Source: an optimization exercise on an open RTL-to-GDS flow (aim: small area). Production flows keep margins and buffers that such runs may drop. In this exercise RTL edits were held to simulation tests only and were not proved equivalent to the original. Treat power and IR drop as tool artefacts here; the default activity estimate runs too high for this design.

==> trial 68 <==
Design nco, start of the top module:
module nco (
	input  wire        clk_i,
	input  wire        rst_n,
	input  wire [31:0] acc_i,
	output wire [15:0] cos_o,
	output wire [15:0] sin_o
);
Settings: LEC_CHECK=0, CAP_MARGIN=20, CORE_MARGIN=2, CORE_UTILIZATION=40, CTS_BUF_LIST=sky130_fd_sc_hd__clkbuf_16, CTS_CLUSTER_DIAMETER=100, CTS_CLUSTER_SIZE=30, SLEW_MARGIN=20; clock period 5.0 ns.
standard.sh (not shown) runs the stock make flow with config.mk's settings and CLKGATE_MAP_FILE= SYNTH_SCRIPT=/design/flow/synth_recipe.tcl, a recipe that flattens the netlist after the stock synthesis.
==> flow/flow/run.sh <==
#!/bin/bash
# The standard ORFS layout (standard.sh) with these changes passed as make variables:
#  - ports are buffered with sky130_fd_sc_hd__buf_1 (every input and output still gets a buffer)
#  - CTS does not insert dummy load cells
#  - timing-driven global placement does not keep the resizer's buffers (GPL_KEEP_OVERFLOW=0)
#  - the post-CTS and post-route timing repairs aim for 0.1 ns of setup slack
# The full output of the run is kept in standard.log; ORFS keeps its per-step logs under orfs/logs.
set -o pipefail
bash standard.sh \
  "BUFFER_PORTS_ARGS=-buffer_cell sky130_fd_sc_hd__buf_1" \
  "CTS_ARGS=-sink_clustering_enable -repair_clock_nets -sink_clustering_size 18 -sink_clustering_max_diameter 80 -buf_list sky130_fd_sc_hd__clkbuf_8 -dont_use_dummy_load" \
  "GPL_KEEP_OVERFLOW=0" \
  "SETUP_SLACK_MARGIN=0.1" \
  finish > standard.log 2>&1
==> build 88 (differences from trial 68) <==
==> flow/flow/run.sh (replaced) <==
#!/bin/bash
# The standard ORFS layout (standard.sh) with these changes passed as make variables:
#  - ports are buffered with sky130_fd_sc_hd__buf_1 (every input and output still gets a buffer)
#  - CTS does not insert dummy load cells
#  - global placement is not routability-driven
# The full output of the run is kept in standard.log; ORFS keeps its per-step logs under orfs/logs.
set -o pipefail
bash standard.sh \
  "BUFFER_PORTS_ARGS=-buffer_cell sky130_fd_sc_hd__buf_1" \
  "CTS_ARGS=-sink_clustering_enable -repair_clock_nets -sink_clustering_size 18 -sink_clustering_max_diameter 80 -buf_list sky130_fd_sc_hd__clkbuf_8 -dont_use_dummy_load" \
  "GPL_ROUTABILITY_DRIVEN=0" \
  finish > standard.log 2>&1
==> results list <==
- Final WS setup: between 200 and 250 ps
- The slowest stage of the critical path is the a2111o_1 cell.
- GRT met3 Usage: 2.64%
- Number of cells traversed by the worst register-to-register path: 19
- Setup bufs post-CTS: 9
* Result of the run: finished clean
- Data on the critical path arrives at its endpoint at 5230 ps.
* Worst-skew pair later-pin latency: 630 ps
- Fillers: 6593
* Weighted congestion reported at the end of routability-driven placement: a little over 0.9
That was trial 68.
==> results list <==
- Counting cells, the worst reg-to-reg path comes to 21.
* Worst-skew pair later-pin latency: 670 ps
* Worst Path Arrival: 5260 ps
- The run finished with no timing, DRC or antenna violations.
- Setup slack on the critical path of the routed design comes to approximately 220 ps.
- GRT met3 Usage: under 10%
- Of the total standard cell area in the layout, the sequential portion is 30.3%.
* Highest-count cells in the layout ignoring fill and taps: dfxtp_1, xnor2_1, inv_1
- Sequential share of the synthesized area: 33.0%
* Number of flip-flops under the largest register name: 32
- Counting the fill cells in the layout gives between 6000 and 7000.
- The number of clock buffers added by TritonCTS is 37.
- Setup bufs post-CTS: 0
- The slowest stage of the critical path belongs to the cell fa_1.
That was build 88.

========
==> run a <==
nco, a different RTL version from the one above (not shown whole).
Design nco, start of the top module:
module nco (
	input  wire        clk_i,
	input  wire        rst_n,
	input  wire [31:0] acc_i,
	output wire [15:0] cos_o,
	output wire [15:0] sin_o
);
Settings: LEC_CHECK=0, CAP_MARGIN=20, CORE_MARGIN=2, CORE_UTILIZATION=60, CTS_BUF_LIST=sky130_fd_sc_hd__clkbuf_16, CTS_CLUSTER_DIAMETER=100, CTS_CLUSTER_SIZE=30, SLEW_MARGIN=20; clock period 5.0 ns.
run.sh (not shown) runs the stock make flow with config.mk's settings and CLKGATE_MAP_FILE= SYNTH_SCRIPT=/design/flow/synth_recipe.tcl, a recipe that flattens the netlist after the stock synthesis.
Stock flow here: none of the scripts above is used.
==> run b: changes against run a <==
Settings changed: CORE_UTILIZATION 60 to 65, GPL_TIMING_DRIVEN from default to 0.
==> run c: changes against run a <==
Settings changed: CORE_UTILIZATION 60 to 40, CTS_BUF_LIST sky130_fd_sc_hd__clkbuf_16 to sky130_fd_sc_hd__clkbuf_8, CTS_CLUSTER_DIAMETER 100 to 60, CTS_CLUSTER_SIZE 30 to 16.
==> summary.txt <==
Cells and area:
- The total of clock buffers placed in the layout is 46.
- The area of all placed cells without fillers is 31700 µm².

Run status:
- The run finished with no timing, DRC or antenna violations.

Route:
- The wire length per cell after detailed routing is 15.2 µm.

Floorplanning:
- The y dimension of the die is ~270 µm.

Clock network:
- The H-tree level count is 2.

Setup path:
- The critical path depth in cells is 20.

Power and ir drop:
Source of the figures above: run c

==> summary.txt <==
Run status:
- The flow ran to the end, but the layout failed its checks.
- The reasons given for failing layout checks are negative setup slack.

STA:
- The count of endpoints failing setup in the final report is 1.
- The setup slack after layout is -0.118 ps.

Floorplanning:
- The die is 212 µm tall.

Clock network:
- The H-tree level count is 1.

Setup path:
- In this run the number of cells on the critical path is 20.
Source of the figures above: run b

==> summary.txt <==
Run status:
- The flow ran to the end and the layout has no timing, DRC or antenna violations.

Route:
- The wire length per cell after detailed routing is between 15 and 20 µm.

Cells and area:
- The total of clock buffers placed in the layout is 21.
- The area of all placed cells without fillers is 31300 µm².

Setup path:
- The critical path depth in cells is 18.

Clock network:
- CTS built an H-tree with a depth of 1.

Floorplanning:
- The y dimension of the die is 220 µm.
Source of the figures above: run a


========
==> juniper <==
nco, a different RTL version from the one above (not shown whole).
==> flow/config.mk <==
export PLATFORM = sky130hd
export DESIGN_NAME = nco
export DESIGN_NICKNAME = nco
export VERILOG_FILES = /design/flow/design.v
export SDC_FILE = /design/flow/constraint.sdc
export NUM_CORES = 4
export LEC_CHECK = 0
export CAP_MARGIN = 20
export CORE_MARGIN = 2
export CORE_UTILIZATION = 40
export CTS_BUF_LIST = sky130_fd_sc_hd__clkbuf_16
export CTS_CLUSTER_DIAMETER = 100
export CTS_CLUSTER_SIZE = 30
export SLEW_MARGIN = 20
==> flow/constraint.sdc <==
create_clock -name core_clock -period 5.0 [get_ports {clk_i}]
set_input_delay 1.0000 -clock core_clock [delete_from_list [all_inputs] [get_ports {clk_i}]]
set_output_delay 1.0000 -clock core_clock [all_outputs]
set_load 0.01 [all_outputs]
standard.sh (not shown) runs the stock make flow with config.mk's settings and CLKGATE_MAP_FILE= SYNTH_SCRIPT=/design/flow/synth_recipe.tcl, a recipe that flattens the netlist after the stock synthesis.
==> flow/flow/run.sh <==
#!/bin/bash
# The standard ORFS layout (standard.sh) with two changes passed as make variables:
#  - ports are buffered with sky130_fd_sc_hd__buf_1 (every input and output still gets a buffer)
#  - CTS does not insert dummy load cells
#  - timing-driven global placement does not keep the resizer's buffers (GPL_KEEP_OVERFLOW=0)
#  - the post-CTS and post-route timing repairs aim for 0.15 ns of setup slack
# The full output of the run is kept in standard.log; ORFS keeps its per-step logs under orfs/logs.
set -o pipefail
bash standard.sh \
  "BUFFER_PORTS_ARGS=-buffer_cell sky130_fd_sc_hd__buf_1" \
  "CTS_ARGS=-sink_clustering_enable -repair_clock_nets -sink_clustering_size 18 -sink_clustering_max_diameter 80 -buf_list sky130_fd_sc_hd__clkbuf_8 -dont_use_dummy_load" \
  "GPL_KEEP_OVERFLOW=0" \
  "SETUP_SLACK_MARGIN=0.15" \
  finish > standard.log 2>&1
==> inputs of raven, as changes to juniper <==
==> flow/flow/run.sh (replaced) <==
#!/bin/bash
# The standard ORFS layout (standard.sh) with two changes passed as make variables:
#  - ports are buffered with sky130_fd_sc_hd__buf_1 (every input and output still gets a buffer)
#  - CTS does not insert dummy load cells
#  - timing-driven global placement does not keep the resizer's buffers (GPL_KEEP_OVERFLOW=0)
#  - the post-CTS and post-route timing repairs aim for 0.05 ns of setup slack
# The full output of the run is kept in standard.log; ORFS keeps its per-step logs under orfs/logs.
set -o pipefail
bash standard.sh \
  "BUFFER_PORTS_ARGS=-buffer_cell sky130_fd_sc_hd__buf_1" \
  "CTS_ARGS=-sink_clustering_enable -repair_clock_nets -sink_clustering_size 18 -sink_clustering_max_diameter 80 -buf_list sky130_fd_sc_hd__clkbuf_8 -dont_use_dummy_load" \
  "GPL_KEEP_OVERFLOW=0" \
  "SETUP_SLACK_MARGIN=0.05" \
  finish > standard.log 2>&1
==> qor summary <==
Biggest cell delay along the critical path: juniper 0.44 ns; raven 0.55 ns
Multi-input gate share of total cell area: juniper 0.5712; raven 0.5732
First-pass GRT wire length: juniper 99630 um; raven 98890 um
Met1 usage: juniper 0.2166; raven 0.2152
Fin crit period: juniper 4.842 ns; raven 5.037 ns
Terminus of the critical flop-to-flop path: juniper r15_y[15]; raven r15_y[11]
Buffers outside the clock class: juniper 158; raven 142
Status: juniper no timing/DRC/antenna violations; raven failed layout checks
Layout check failures: juniper -; raven setup timing
Setup TNS: juniper 0 ns; raven -0.05458 ns
Met2 track utilization from global routing: juniper 0.3259; raven 0.3211
Critical path endpoint: juniper r15_y[15]; raven r15_y[11]
Hold slack final: juniper 0.2051 ns; raven 0.2296 ns
Critical path data required time: juniper 5.53 ns; raven 5.51 ns
Relative max-transition margin: juniper 0.2706; raven 0.2599
Share of cell area taken by flip-flops and latches: juniper 0.3010; raven 0.3044
Met3 wire length: juniper 2510 um; raven 2303 um
Area growth syn-to-layout: juniper 11.84%; raven 10.61%
Global-route track usage on met3: juniper 0.02603; raven 0.02214
Post-CTS sizing: juniper 70; raven 58
Initial drt markers: juniper 1025; raven 1031

## static timing again, ports no longer ideal
Ports are ideal in the flow. The routed layouts listed here were re-timed in OpenROAD.
Step 1 (the two cells are an assumption about what drives the block):
set clk [get_ports {clk_i}]
set_driving_cell -lib_cell sky130_fd_sc_hd__clkbuf_16 $clk
set_driving_cell -lib_cell sky130_fd_sc_hd__buf_2 [delete_from_list [all_inputs] $clk]
Step 2 moves the port delays by t, midway between the first and last clock arrival at a register: inputs arrive t later, outputs are due t later. That takes back most of the time a late clock gives input paths.
a / b / c = ideal ports / drivers / drivers and shift; a / b = the first two.
| run | shift t [ns] | slack for setup (ns) | worst setup path at the end | slew at the worst register clock pin (ns) | worst slew at a driven data input, ns |
|---|---|---|---|---|---|
| trial 68 | 0.660 | 0.238 / 0.238 / 0.238 | register to register | 0.11 / 0.11 | 0.04 |
| build 88 | 0.660 | 0.217 / 0.217 / 0.217 | register to register | 0.11 / 0.11 | 0.03 |
| run a | 0.625 | 0.287 / 0.287 / 0.287 | register to register | 0.12 / 0.12 | 0.04 |
| run b | 0.623 | 0.000 / 0.000 / 0.000 | register to register | 0.12 / 0.12 | 0.05 |
| run c | 0.682 | 0.308 / 0.308 / 0.308 | register to register | 0.10 / 0.10 | 0.05 |
| juniper | 0.634 | 0.158 / 0.158 / 0.158 | register to register | 0.11 / 0.11 | 0.03 |
| raven | 0.641 | -0.037 / -0.037 / -0.037 | register to register | 0.12 / 0.12 | 0.03 |
